Source: an optimization exercise on an open RTL-to-GDS flow (aim: small area, a short achievable clock period and few clock cycles). Production flows keep margins and buffers that such runs may drop. The flow treats the clock pin as an ideal source. Dropping or thinning the clock tree relies on that and would not hold on a real chip.

==> flow/design.v <==
`timescale 1ns/10ps
module ELA(clk, rst, ready, in_data, data_rd, req, wen, addr, data_wr, done);
	input				clk;
	input				rst;
	input				ready;
	input		[7:0]	in_data;
	input		[7:0]	data_rd;
	output 	reg			req;
	output 	reg			wen;
	output 	reg	[12:0]	addr;
	output 	reg	[7:0]	data_wr;
	output 	reg			done;
reg idle, arr, pro, tri_;
reg [1:0] sub;
wire [4:0] R = addr[12:8];
wire       o = addr[7];
wire [6:0] C = addr[6:0];
reg flast, ftend, fk0;
wire arr_end  = arr & (C == 7'd126);
wire last_arr = arr & flast;                          
wire tri_end  = tri_ & (sub == 2'd2) & ftend;         
wire nreq = (idle & ready) | (arr_end & (R == 5'd0)) | (tri_end & (R != 5'd31));
always @(posedge clk) begin
  flast <= (C == 7'd125) & (R != 5'd0);
  ftend <= (sub == 2'd1) & (C == 7'd126);
  fk0   <= nreq;
end
always @(posedge clk or posedge rst) begin
  if (rst) begin
    idle <= 1'b1; arr <= 1'b0; pro <= 1'b0; tri_ <= 1'b0;
    sub <= 2'd0;
    req <= 1'b0; wen <= 1'b0; done <= 1'b0;
  end else begin
    req <= nreq;
    if (idle & ready) begin idle <= 1'b0; arr <= 1'b1; end
    if (last_arr) begin arr <= 1'b0; pro <= 1'b1; end
    if (pro) begin
      sub <= sub + 2'd1;
      if (sub == 2'd3) begin pro <= 1'b0; tri_ <= 1'b1; end
    end
    if (tri_) begin
      sub <= (sub == 2'd2) ? 2'd0 : sub + 2'd1;
      if (tri_end) begin
        tri_ <= 1'b0;
        if (R != 5'd31) arr <= 1'b1;
      end
    end
    wen  <= (arr & ~last_arr) | (pro & sub == 2'd1) |
            (tri_ & sub == 2'd0 & C != 7'd1) | tri_end;
    done <= ~(idle | arr | pro | tri_);
  end
end
reg [4:0] dR;
reg [6:0] dC;
reg       nO;
always @(*) begin
  dR = 5'd0; dC = 7'd0; nO = o;
  if (arr) begin
    dC = last_arr ? 7'd2 : 7'd1;
    if (fk0) begin dR = {4'd0, 1'b1} + {4'd0, o}; nO = 1'b0; end
  end
  if (pro) case (sub)
    2'd0: dR = -5'd1;
    2'd1: begin dR = 5'd1; dC = -7'd1; end
    2'd2: dC = 7'd2;
    default: dR = -5'd1;
  endcase
  if (tri_) case (sub)
    2'd0: begin dC = -7'd2; nO = 1'b1; end
    2'd1: begin dR = 5'd1; dC = 7'd3; nO = 1'b0; end
    default: begin
      dR = -5'd1;
      if (ftend) begin dC = -7'd2; nO = 1'b1; end
    end
  endcase
end
always @(posedge clk) begin
  if (idle) addr <= {5'd31, 1'b0, 7'd127};
  else addr <= {R + dR, nO, C + dC};
end
reg [7:0] UA, UB, LA, LB, LC;
reg [7:0] dq, aq, bestd;
wire u_ld = (tri_ & (sub == 2'd0)) | (pro & (sub == 2'd1));
wire l_ld = (tri_ & (sub == 2'd2)) | (pro & (sub == 2'd0 | sub == 2'd3));
wire [8:0] dif = {1'b0, UA} - {1'b0, LA};
wire [8:0] sum = {1'b0, UA} + {1'b0, LA};
wire lt = dq < bestd;
wire le = dq <= bestd;
wire take = tri_ & ((sub == 2'd1) |
                    (sub == 2'd2 & (C == 7'd1 | C == 7'd2 | le)) |
                    (sub == 2'd0 & C != 7'd2 & lt));
always @(posedge clk) begin
  dq <= dif[8] ? -dif[7:0] : dif[7:0];
  aq <= sum[8:1];
  if (take) bestd <= dq;
  if (arr) data_wr <= in_data;
  else if (take) data_wr <= aq;
  UA <= UB;
  UB <= u_ld ? data_rd : UA;
  if (l_ld) LA <= data_rd;
  else begin LA <= LB; LB <= LC; LC <= LA; end
end
endmodule
==> flow/config.mk <==
export PLATFORM = sky130hd
export DESIGN_NAME = ELA
export DESIGN_NICKNAME = ELA
export VERILOG_FILES = /design/flow/design.v
export SDC_FILE = /design/flow/constraint.sdc
export NUM_CORES = 4
export LEC_CHECK = 0
export CAP_MARGIN = 40
export CORE_MARGIN = 2
export CORE_UTILIZATION = 70
export GPL_ROUTABILITY_DRIVEN = 1
export PLACE_DENSITY = 0.8
export SLEW_MARGIN = 40
==> flow/constraint.sdc <==
create_clock -name core_clock -period 13.0 [get_ports {clk}]
set_input_delay 2.6000 -clock core_clock [delete_from_list [all_inputs] [get_ports {clk}]]
set_output_delay 2.6000 -clock core_clock [all_outputs]
set_load 0.01 [all_outputs]
standard.sh (not shown) runs the stock make flow with config.mk's settings and CLKGATE_MAP_FILE= SYNTH_SCRIPT=/design/flow/synth_recipe.tcl, a recipe that flattens the netlist after the stock synthesis.
==> flow/flow/run.sh <==
#!/bin/bash
# The standard layout with two changes:
#  - port buffers are buf_2 cells (BUFFER_PORTS_ARGS), turned into buf_1 on the
#    inputs by flow/cts.tcl;
#  - the clock tree is one level: the clock port drives four clkbuf_16 cells,
#    each driving the flip-flops of one quarter of the die
#    (flow/cts.tcl), instead of TritonCTS's two-level H-tree.
# Each tool's output goes to a log file of its own in this folder.
set -euo pipefail
export BUFFER_PORTS_ARGS="-buffer_cell sky130_fd_sc_hd__buf_2"
bash standard.sh place > place.log 2>&1
RES=$PWD/orfs/results/$FLOW_PLATFORM/ELA/base
RES=$RES openroad -no_init -exit flow/cts.tcl > cts.log 2>&1
cp $RES/4_1_cts.odb $RES/4_cts.odb
cp $RES/4_cts.sdc.tmp $RES/4_cts.sdc
bash standard.sh finish > finish.log 2>&1
Other scripts of this flow, unchanged in this note and not shown: flow/flow/cts.tcl
Rerun with:
--- a/flow/design.v
+++ b/flow/design.v
@@ -14,36 +14,32 @@
 reg [1:0] sub;
 wire [4:0] R = addr[12:8];
 wire       o = addr[7];
 wire [6:0] C = addr[6:0];
-reg flast, ftend, fk0;
 wire arr_end  = arr & (C == 7'd126);
-wire last_arr = arr & flast;                          
-wire tri_end  = tri_ & (sub == 2'd2) & ftend;         
-wire nreq = (idle & ready) | (arr_end & (R == 5'd0)) | (tri_end & (R != 5'd31));
-always @(posedge clk) begin
-  flast <= (C == 7'd125) & (R != 5'd0);
-  ftend <= (sub == 2'd1) & (C == 7'd126);
-  fk0   <= nreq;
-end
+wire last_arr = arr_end & (R != 5'd0);                
+wire tri_end  = tri_ & (sub == 2'd2) & (C == 7'd1);   
 always @(posedge clk or posedge rst) begin
   if (rst) begin
     idle <= 1'b1; arr <= 1'b0; pro <= 1'b0; tri_ <= 1'b0;
     sub <= 2'd0;
     req <= 1'b0; wen <= 1'b0; done <= 1'b0;
   end else begin
-    req <= nreq;
-    if (idle & ready) begin idle <= 1'b0; arr <= 1'b1; end
-    if (last_arr) begin arr <= 1'b0; pro <= 1'b1; end
+    req <= 1'b0;
+    if (idle & ready) begin idle <= 1'b0; arr <= 1'b1; req <= 1'b1; end
+    if (arr) begin
+      if (last_arr) begin arr <= 1'b0; pro <= 1'b1; end
+      else if (arr_end) req <= 1'b1;
+    end
     if (pro) begin
       sub <= sub + 2'd1;
       if (sub == 2'd3) begin pro <= 1'b0; tri_ <= 1'b1; end
     end
     if (tri_) begin
       sub <= (sub == 2'd2) ? 2'd0 : sub + 2'd1;
       if (tri_end) begin
         tri_ <= 1'b0;
-        if (R != 5'd31) arr <= 1'b1;
+        if (R != 5'd31) begin arr <= 1'b1; req <= 1'b1; end
       end
     end
     wen  <= (arr & ~last_arr) | (pro & sub == 2'd1) |
             (tri_ & sub == 2'd0 & C != 7'd1) | tri_end;
@@ -56,9 +52,9 @@
 always @(*) begin
   dR = 5'd0; dC = 7'd0; nO = o;
   if (arr) begin
     dC = last_arr ? 7'd2 : 7'd1;
-    if (fk0) begin dR = {4'd0, 1'b1} + {4'd0, o}; nO = 1'b0; end
+    if (C == 7'd127) begin dR = {4'd0, 1'b1} + {4'd0, o}; nO = 1'b0; end
   end
   if (pro) case (sub)
     2'd0: dR = -5'd1;
     2'd1: begin dR = 5'd1; dC = -7'd1; end
@@ -69,9 +65,9 @@
     2'd0: begin dC = -7'd2; nO = 1'b1; end
     2'd1: begin dR = 5'd1; dC = 7'd3; nO = 1'b0; end
     default: begin
       dR = -5'd1;
-      if (ftend) begin dC = -7'd2; nO = 1'b1; end
+      if (C == 7'd1) begin dC = -7'd2; nO = 1'b1; end
     end
   endcase
 end
 always @(posedge clk) begin
Result:
- final cell count decreases by 1.3%
- clock skew went up by 0.0040 ns
- die area fell by 1.0%
- synthesized cell count shrinks by 1.4%
- wire length increases by 2.2%
- worst hold slack stays flat
- via count drops by 0.51%
- global-route usage rose by 1.3 points
- area after synthesis drops by 1.1%
- critical path depth climbs by 11
Function was not checked in any run of this note: the RTL went through the layout flow alone. In every run of this note, the design's own scripts or RTL, not TritonCTS, make the clock network.

==> separate check: timing with driven ports <==
The results above use ideal ports. As a check the final layouts listed here were re-extracted and re-timed, cells and wires unchanged. Step 1 sets driving cells, clkbuf_16 on the clock port and buf_2 on the other inputs (assumed; they add their load-dependent delay and slew). Step 2 moves the port delays by t, midway between the first and last clock arrival at a register: inputs arrive t later, outputs are due t later. That takes back most of the time a late clock gives input paths. Slacks: ideal ports / drivers / drivers and shift; pairs: ideal ports / drivers.
run	t, ns	setup WS [ns]	hold slack, ns	clock arrival spread, ns	cell pins on the clock port's net
the first run	0.230	9.680 / 9.601 / 9.793	0.333 / 0.333 / 0.333	0.011 / 0.010	4
the second run	0.230	9.406 / 9.406 / 9.406	0.332 / 0.332 / 0.332	0.015 / 0.015	4
After both steps setup and hold are still met in every run listed.
